Source: an optimization exercise on an open RTL-to-GDS flow (aim: small area and a short achievable clock period). Production flows keep margins and buffers that such runs may drop. Where RTL was checked, it was by simulation tests only, not by an equivalence proof against the original.

red:
==> flow/design.v (excerpt) <==
module Matrix_Multiplication (
  input clk, reset,
  input [7:0] a1, a2, a3, a4, b1, b2, b3, b4,
  output [16:0] c1, c2, c3, c4, c5, c6, c7, c8, c9, c10, c11, c12, c13, c14, c15, c16
);
Size in the first run: roughly 4000 cells after synthesis, about 470 flip-flops, ~340 I/O pins, ~44000 µm² of cells after synthesis.
clock: 6.5 ns
lec_check: 0
cap_margin: 20
core_margin: 2
core_utilization: 40
setup_slack_margin: 2.15
slew_margin: 20
synth_hierarchical: 1
synth_minimum_keep_size: 0
standard.sh (not shown) runs the stock make flow with config.mk's settings and CLKGATE_MAP_FILE= SYNTH_SCRIPT=/design/flow/synth_recipe.tcl, a recipe that flattens the netlist after the stock synthesis.
==> flow/flow/run.sh <==
#!/bin/bash
set -uo pipefail
export BUFFER_PORTS_ARGS="-buffer_cell sky130_fd_sc_hd__buf_1"
export CTS_ARGS="-sink_clustering_enable -repair_clock_nets -sink_clustering_size 24 -sink_clustering_max_diameter 150"
bash standard.sh > flow_standard.log 2>&1
What blue does differently from red at the input level:
Settings: changing CORE_UTILIZATION from 40 to 50; changing SETUP_SLACK_MARGIN from 2.15 to 2.1.
Results
- In the reports for blue and red, the larger routed wire length belongs to red.
- Final cycle utilization of the critical path was higher in blue than in red.
- Summary of blue over red: final worst slack now smaller.
- Minimum clock period after layout, blue and red, lower one = red.
- Taking red as the reference, in blue proportion of final cell area spent on non-clock buffers fell by 0.20 points; minimum setup slack among reg-to-reg paths shrank by 0.16 ns.


Matrix_Multiplication, a different RTL version from the one above (not shown whole).
Size in the first run: ~3500 cells after synthesis, about 340 I/O pins, roughly 44000 um2 of cells after synthesis.
Settings: LEC_CHECK=0, CAP_MARGIN=20, CORE_MARGIN=2, CORE_UTILIZATION=40, PLACE_DENSITY=0.75, SETUP_SLACK_MARGIN=2.0, SLEW_MARGIN=20, SYNTH_HIERARCHICAL=1, SYNTH_MINIMUM_KEEP_SIZE=0; clock period 6.5 ns.
==> flow/flow/run.sh <==
#!/bin/bash
set -uo pipefail
export BUFFER_PORTS_ARGS="-buffer_cell sky130_fd_sc_hd__buf_1"
bash standard.sh > flow_standard.log 2>&1
Change:
Settings changed: PLACE_DENSITY 0.75 to unset.
The changed run finished clean; design area barely changes; setup slack gains 0.069 ns; via count goes down by 1.9%; count of clock-buffer cells in the layout rises by 14.
Change:
Settings changed: ABC_CLOCK_PERIOD_IN_PS set to 3000.
The changed run finished clean.
Global-route usage is unchanged.
Register-to-register slack stays flat.
Routed wire length does not change.
Design area does not change.
First-iteration DRC count stays the same.
Cell count does not change.
Setup slack is unchanged.
Non-clock buffer count is unchanged.
Clock skew stays the same.
Worst hold slack does not change.
Change:
Settings changed: ABC_CLOCK_PERIOD_IN_PS 3000 to unset, SETUP_SLACK_MARGIN 2.0 to 2.4.
Effect: Worst setup slack improves by 0.11 ns; wire length rose by 4.1%; fmax rose by 2.5%; register-to-register slack improves by 0.11 ns; cell count rose by 0.88%; die area stays the same.
Change:
Settings changed: SETUP_SLACK_MARGIN 2.4 to 1.8.
Non-clock buffer count came out lower by 67; cell count falls by 1.3%; via count goes down by 2.4%.
Change:
==> flow/flow/run.sh (replaced) <==
#!/bin/bash
set -uo pipefail
export BUFFER_PORTS_ARGS="-buffer_cell sky130_fd_sc_hd__buf_1"
export CTS_ARGS="-sink_clustering_enable -repair_clock_nets -sink_clustering_size 24 -sink_clustering_max_diameter 150"
bash standard.sh > flow_standard.log 2>&1
Settings changed: SETUP_SLACK_MARGIN 1.8 to 2.0.
Wire length falls by 0.62%.
Worst setup slack is better by 0.17 ns.
Non-clock buffer count rises by 25.
Die area stays the same.
Count of clock-buffer cells in the layout falls by 65.


run E:
Matrix_Multiplication, a different RTL version from the one above (not shown whole).
Size: roughly 3500 cells after synthesis, roughly 340 I/O pins.
==> flow/config.mk <==
export PLATFORM = sky130hd
export DESIGN_NAME = Matrix_Multiplication
export DESIGN_NICKNAME = Matrix_Multiplication
export VERILOG_FILES = /design/flow/design.v
export SDC_FILE = /design/flow/constraint.sdc
export NUM_CORES = 4
export LEC_CHECK = 0
export CAP_MARGIN = 20
export CORE_MARGIN = 2
export CORE_UTILIZATION = 40
export SETUP_SLACK_MARGIN = 3.0
export SLEW_MARGIN = 20
export SYNTH_HIERARCHICAL = 1
export SYNTH_MINIMUM_KEEP_SIZE = 0
==> flow/constraint.sdc <==
create_clock -name core_clock -period 6.5 [get_ports {clk}]
set_input_delay 1.3000 -clock core_clock [delete_from_list [all_inputs] [get_ports {clk}]]
set_output_delay 1.3000 -clock core_clock [all_outputs]
set_load 0.01 [all_outputs]
run.sh (not shown) runs the stock make flow with config.mk's settings and CLKGATE_MAP_FILE= SYNTH_SCRIPT=/design/flow/synth_recipe.tcl, a recipe that flattens the netlist after the stock synthesis.
Stock flow here: none of the scripts above is used.
Input changes introduced in run C (baseline for comparison: run E):
--- a/flow/config.mk
+++ b/flow/config.mk
@@ -9,5 +9,5 @@
 export CORE_MARGIN = 2
 export CORE_UTILIZATION = 40
-export SETUP_SLACK_MARGIN = 3.0
+export SETUP_SLACK_MARGIN = 2.5
 export SLEW_MARGIN = 20
 export SYNTH_HIERARCHICAL = 1
==> results.txt <==
- Going from run E to run C, number of H-tree levels level, wire length moved up.
- Run E -> run C: design area decreased slightly
- Overall via count from detail_route: run C vs run E, no meaningful difference
- When the final numbers for run C and run E were put side by side, the first-pass GRT wire length turned out to be smaller in run E.
- Diff run C..run E | final-layout clock-cell area share | negligible
- In run C, the time the worst path needs with I/O delays and setup came out 0.012 ns above the value in run E.
- Run C vs run E, final-layout clock buffer total went up by 4.
- Run C vs run E: share of the clock period used by the worst path up
No run of this note included a check of the RTL's function; only the layout flow was run.


Another version of the RTL of Matrix_Multiplication (not shown whole).
For scale: ~3800 cells after synthesis, about 460 flip-flops, about 340 I/O pins, ~43000 µm² of cells after synthesis.
Settings: LEC_CHECK=0, CAP_MARGIN=20, CORE_MARGIN=2, CORE_UTILIZATION=40, SETUP_SLACK_MARGIN=2.0, SLEW_MARGIN=20, SYNTH_HIERARCHICAL=1, SYNTH_MINIMUM_KEEP_SIZE=0; clock period 6.5 ns.
standard.sh (not shown) runs the stock make flow with config.mk's settings and CLKGATE_MAP_FILE= SYNTH_SCRIPT=/design/flow/synth_recipe.tcl, a recipe that flattens the netlist after the stock synthesis.
==> flow/flow/run.sh <==
#!/bin/bash
set -uo pipefail
export BUFFER_PORTS_ARGS="-buffer_cell sky130_fd_sc_hd__buf_1"
export CTS_ARGS="-sink_clustering_enable -repair_clock_nets -sink_clustering_size 24 -sink_clustering_max_diameter 150"
export RECOVER_POWER=100
bash standard.sh > flow_standard.log 2>&1
The starting point ran to the end with violations: max-capacitance violations, max-slew violations.
Rerun with:
--- a/flow/flow/run.sh
+++ b/flow/flow/run.sh
@@ -4,3 +4,2 @@
 export CTS_ARGS="-sink_clustering_enable -repair_clock_nets -sink_clustering_size 24 -sink_clustering_max_diameter 150"
-export RECOVER_POWER=100
 bash standard.sh > flow_standard.log 2>&1
What happened: Now the flow passed the timing, design-rule and antenna checks. Register-to-register slack improved by 0.44 ns. Count of clock-buffer cells in the layout does not change. Via count hardly moves. Flip-flop and latch count does not change. Synthesized area stays the same.


RTL: one of the versions met above, not the one the previous note started from.
For scale: roughly 4000 cells after synthesis, roughly 470 flip-flops, about 340 I/O pins.
export LEC_CHECK = 0
export CAP_MARGIN = 20
export CORE_MARGIN = 2
export CORE_UTILIZATION = 40
export SETUP_SLACK_MARGIN = 2.0
export SLEW_MARGIN = 20
export SYNTH_HIERARCHICAL = 1
export SYNTH_MINIMUM_KEEP_SIZE = 0
create_clock -name core_clock -period 6.5 [get_ports {clk}]
==> flow/flow/run.sh <==
#!/bin/bash
set -uo pipefail
export BUFFER_PORTS_ARGS="-buffer_cell sky130_fd_sc_hd__buf_1"
export CTS_ARGS="-sink_clustering_enable -repair_clock_nets -sink_clustering_size 24 -sink_clustering_max_diameter 150"
bash standard.sh > flow_standard.log 2>&1
The first run went through all stages and came out clean.
Edit:
--- a/flow/config.mk
+++ b/flow/config.mk
@@ -10,3 +10,3 @@
 export CORE_UTILIZATION = 40
-export SETUP_SLACK_MARGIN = 2.0
+export SETUP_SLACK_MARGIN = 2.3
 export SLEW_MARGIN = 20
=>
- The changed run finished clean
- sequential share of layout area fell by 1.2 points
- critical path depth shrinks by 1
- utilization went up by 2.2 points
- worst setup slack gains 0.18 ns
- die area does not change
- via count rises by 0.89%
- final area rose by about 5%


Setup of build 6:
Matrix_Multiplication, a different RTL version from the one above (not shown whole).
Size in the first run: roughly 4000 cells after synthesis, ~340 I/O pins.
// Matrix_Multiplication
module Matrix_Multiplication (
  input clk, reset,
  input [7:0] a1, a2, a3, a4, b1, b2, b3, b4,
  output [16:0] c1, c2, c3, c4, c5, c6, c7, c8, c9, c10, c11, c12, c13, c14, c15, c16
);
  reg [7:0] ad1_0, ad1_1, ad1_2, ad1_3, ad2_0, ad2_1, ad2_2, ad2_3, ad3_0, ad3_1, ad3_2, ad3_3;
  reg [7:0] bd1_0, bd1_1, bd1_2, bd1_3, bd2_0, bd2_1, bd2_2, bd2_3, bd3_0, bd3_1, bd3_2, bd3_3;
  wire [7:0] ad0_0 = a1, ad0_1 = a2, ad0_2 = a3, ad0_3 = a4;
  wire [7:0] bd0_0 = b1, bd0_1 = b2, bd0_2 = b3, bd0_3 = b4;
  always @(posedge clk or posedge reset) begin
    if (reset) begin
      ad1_0 <= 8'b00000000;
      ad1_1 <= 8'b00000000;
      ad1_2 <= 8'b00000000;
      ad1_3 <= 8'b00000000;
      ad2_0 <= 8'b00000000;
      ad2_1 <= 8'b00000000;
      ad2_2 <= 8'b00000000;
      ad2_3 <= 8'b00000000;
      ad3_0 <= 8'b00000000;
      ad3_1 <= 8'b00000000;
      ad3_2 <= 8'b00000000;
      ad3_3 <= 8'b00000000;
      bd1_0 <= 8'b00000000;
      bd1_1 <= 8'b00000000;
      bd1_2 <= 8'b00000000;
      bd1_3 <= 8'b00000000;
      bd2_0 <= 8'b00000000;
      bd2_1 <= 8'b00000000;
      bd2_2 <= 8'b00000000;
      bd2_3 <= 8'b00000000;
      bd3_0 <= 8'b00000000;
      bd3_1 <= 8'b00000000;
      bd3_2 <= 8'b00000000;
      bd3_3 <= 8'b00000000;
    end else begin
      ad1_0 <= ad0_0;
      ad1_1 <= ad0_1;
      ad1_2 <= ad0_2;
      ad1_3 <= ad0_3;
      ad2_0 <= ad1_0;
      ad2_1 <= ad1_1;
      ad2_2 <= ad1_2;
      ad2_3 <= ad1_3;
      ad3_0 <= ad2_0;
      ad3_1 <= ad2_1;
      ad3_2 <= ad2_2;
      ad3_3 <= ad2_3;
      bd1_0 <= bd0_0;
      bd1_1 <= bd0_1;
      bd1_2 <= bd0_2;
      bd1_3 <= bd0_3;
      bd2_0 <= bd1_0;
      bd2_1 <= bd1_1;
      bd2_2 <= bd1_2;
      bd2_3 <= bd1_3;
      bd3_0 <= bd2_0;
      bd3_1 <= bd2_1;
  ...
Settings: LEC_CHECK=0, CAP_MARGIN=20, CORE_MARGIN=2, CORE_UTILIZATION=40, GPL_ROUTABILITY_DRIVEN=0, SETUP_SLACK_MARGIN=2.0, SLEW_MARGIN=20, SYNTH_HIERARCHICAL=1, SYNTH_MINIMUM_KEEP_SIZE=0; clock period 6.5 ns.
Scripts as last shown in full above: flow/flow/run.sh
Build 6 finished every step from synthesis to the final layout, and the layout passed the timing, design-rule and antenna checks.
Edits applied to the flow inputs when going from build 6 to build 43:
Settings: SETUP_SLACK_MARGIN changed from 2.0 to 2.1; GPL_ROUTABILITY_DRIVEN removed (was 0).
### Flow results
- Diff build 43..build 6 | number of slew-limit violations in the final report | unchanged
- Build 6 -> build 43: global-route wire length before repair increased by a few percent
- Delta (build 43 minus build 6): final cell area excluding filler cells grew by about 2.4%, via count +about 0.8%, count of clock-net buffers in the final layout rose 2.
- Multi-input gate share of total cell area across build 6 and build 43: no real change.
- Antenna cell count, build 6 and build 43: larger value in build 6
#### Input delta (build 23 over build 43)
Settings: SETUP_SLACK_MARGIN now 2.0, was 2.1.
--- a/flow/flow/run.sh
+++ b/flow/flow/run.sh
@@ -3,3 +3,4 @@
 export BUFFER_PORTS_ARGS="-buffer_cell sky130_fd_sc_hd__buf_1"
 export CTS_ARGS="-sink_clustering_enable -repair_clock_nets -sink_clustering_size 24 -sink_clustering_max_diameter 150"
+export REMOVE_ABC_BUFFERS=1
 bash standard.sh > flow_standard.log 2>&1
Results
For build 43 and build 23, there was not a single run that failed to finish clean. The higher HPWL after detailed placement of build 43 and build 23 is in build 43. The worst hold slack across all endpoints on build 43 is in line with that on build 23. Status: number of buffers between clock root and the deepest sink parity (build 23, build 43). Final critical delay including setup and external delays: build 23 > build 43. Between build 43 and build 23, the clock transition time at the flip-flop clock pins of the worst setup and hold paths figures differ only marginally.


Matrix_Multiplication again, from the RTL that the note above started with.
Settings: LEC_CHECK=0, CAP_MARGIN=20, CORE_MARGIN=2, CORE_UTILIZATION=40, SETUP_SLACK_MARGIN=1.9, SLEW_MARGIN=20, SYNTH_HIERARCHICAL=1, SYNTH_MINIMUM_KEEP_SIZE=0; clock period 6.5 ns.
==> flow/flow/run.sh <==
#!/bin/bash
set -uo pipefail
export BUFFER_PORTS_ARGS="-buffer_cell sky130_fd_sc_hd__buf_1"
export CTS_ARGS="-sink_clustering_enable -repair_clock_nets -sink_clustering_size 24 -sink_clustering_max_diameter 150"
bash standard.sh > flow_standard.log 2>&1
Rerun with:
Settings changed: SETUP_SLACK_MARGIN 1.9 to 2.0.
Outcome: Wire length falls by 3.3%. Core utilization rose by 0.17 points. Register-to-register slack is better by 0.07 ns. Sequential share of layout area hardly moves. First-iteration DRC count came out lower by 12%.

-- port drivers added, routing unchanged --
The flow's constraints put no driver on any port. The routed layouts listed below were extracted and timed again, unchanged, in two steps.
Step 1 (the two cells are an assumption about what drives the block):
set clk [get_ports {clk}]
set_driving_cell -lib_cell sky130_fd_sc_hd__clkbuf_16 $clk
set_driving_cell -lib_cell sky130_fd_sc_hd__buf_2 [delete_from_list [all_inputs] $clk]
Step 2 adds t to the input delays and takes it off the output delays; t is the mean of the earliest and latest rising clock arrival at the registers after step 1. Input paths then give back, and output paths get back, about the clock's delay inside the block.
a / b / c = no drivers / after step 1 / after step 2; a / b = the first two.
run	t, ns	slack for setup (ns)	worst setup path at the end	slew at the worst register clock pin (ns)
red	0.694	2.219 / 2.219 / 1.612	input to register	0.11 / 0.11
blue	0.666	2.062 / 2.062 / 1.572	input to register	0.11 / 0.11
the first run of note 2	0.718	2.072 / 2.110 / 1.392	input to register	0.06 / 0.06
the second run of note 2	0.726	2.141 / 2.141 / 1.506	input to register	0.06 / 0.06
the third run of note 2	0.726	2.141 / 2.141 / 1.506	input to register	0.06 / 0.06
the fourth run of note 2	0.744	2.247 / 2.247 / 1.745	input to register	0.07 / 0.07
the fifth run of note 2	0.726	1.959 / 1.959 / 1.371	input to register	0.06 / 0.06
the sixth run of note 2	0.695	2.126 / 2.126 / 1.513	input to register	0.11 / 0.11
run E	0.678	2.147 / 2.147 / 1.525	input to register	0.06 / 0.06
run C	0.686	2.135 / 2.135 / 1.565	input to register	0.07 / 0.07
the first run of note 4	0.673	1.568 / 1.568 / 1.124	input to register	0.12 / 0.12
the second run of note 4	0.671	2.004 / 2.004 / 1.488	input to register	0.11 / 0.11
the first run of note 5	0.692	2.155 / 2.155 / 1.593	input to register	0.11 / 0.11
the second run of note 5	0.695	2.334 / 2.334 / 1.727	input to register	0.12 / 0.12
build 6	0.697	2.138 / 2.143 / 1.494	input to register	0.11 / 0.11
build 43	0.687	2.230 / 2.232 / 1.545	input to register	0.12 / 0.12
build 23	0.689	2.094 / 2.130 / 1.456	input to register	0.11 / 0.11
the first run of note 7	0.702	2.048 / 2.056 / 1.389	input to register	0.12 / 0.12
the second run of note 7	0.689	2.125 / 2.133 / 1.480	input to register	0.12 / 0.12
The setup slack of build 43, which loses most, moves by +0.002 ns with the drivers and by -0.685 ns with both steps.
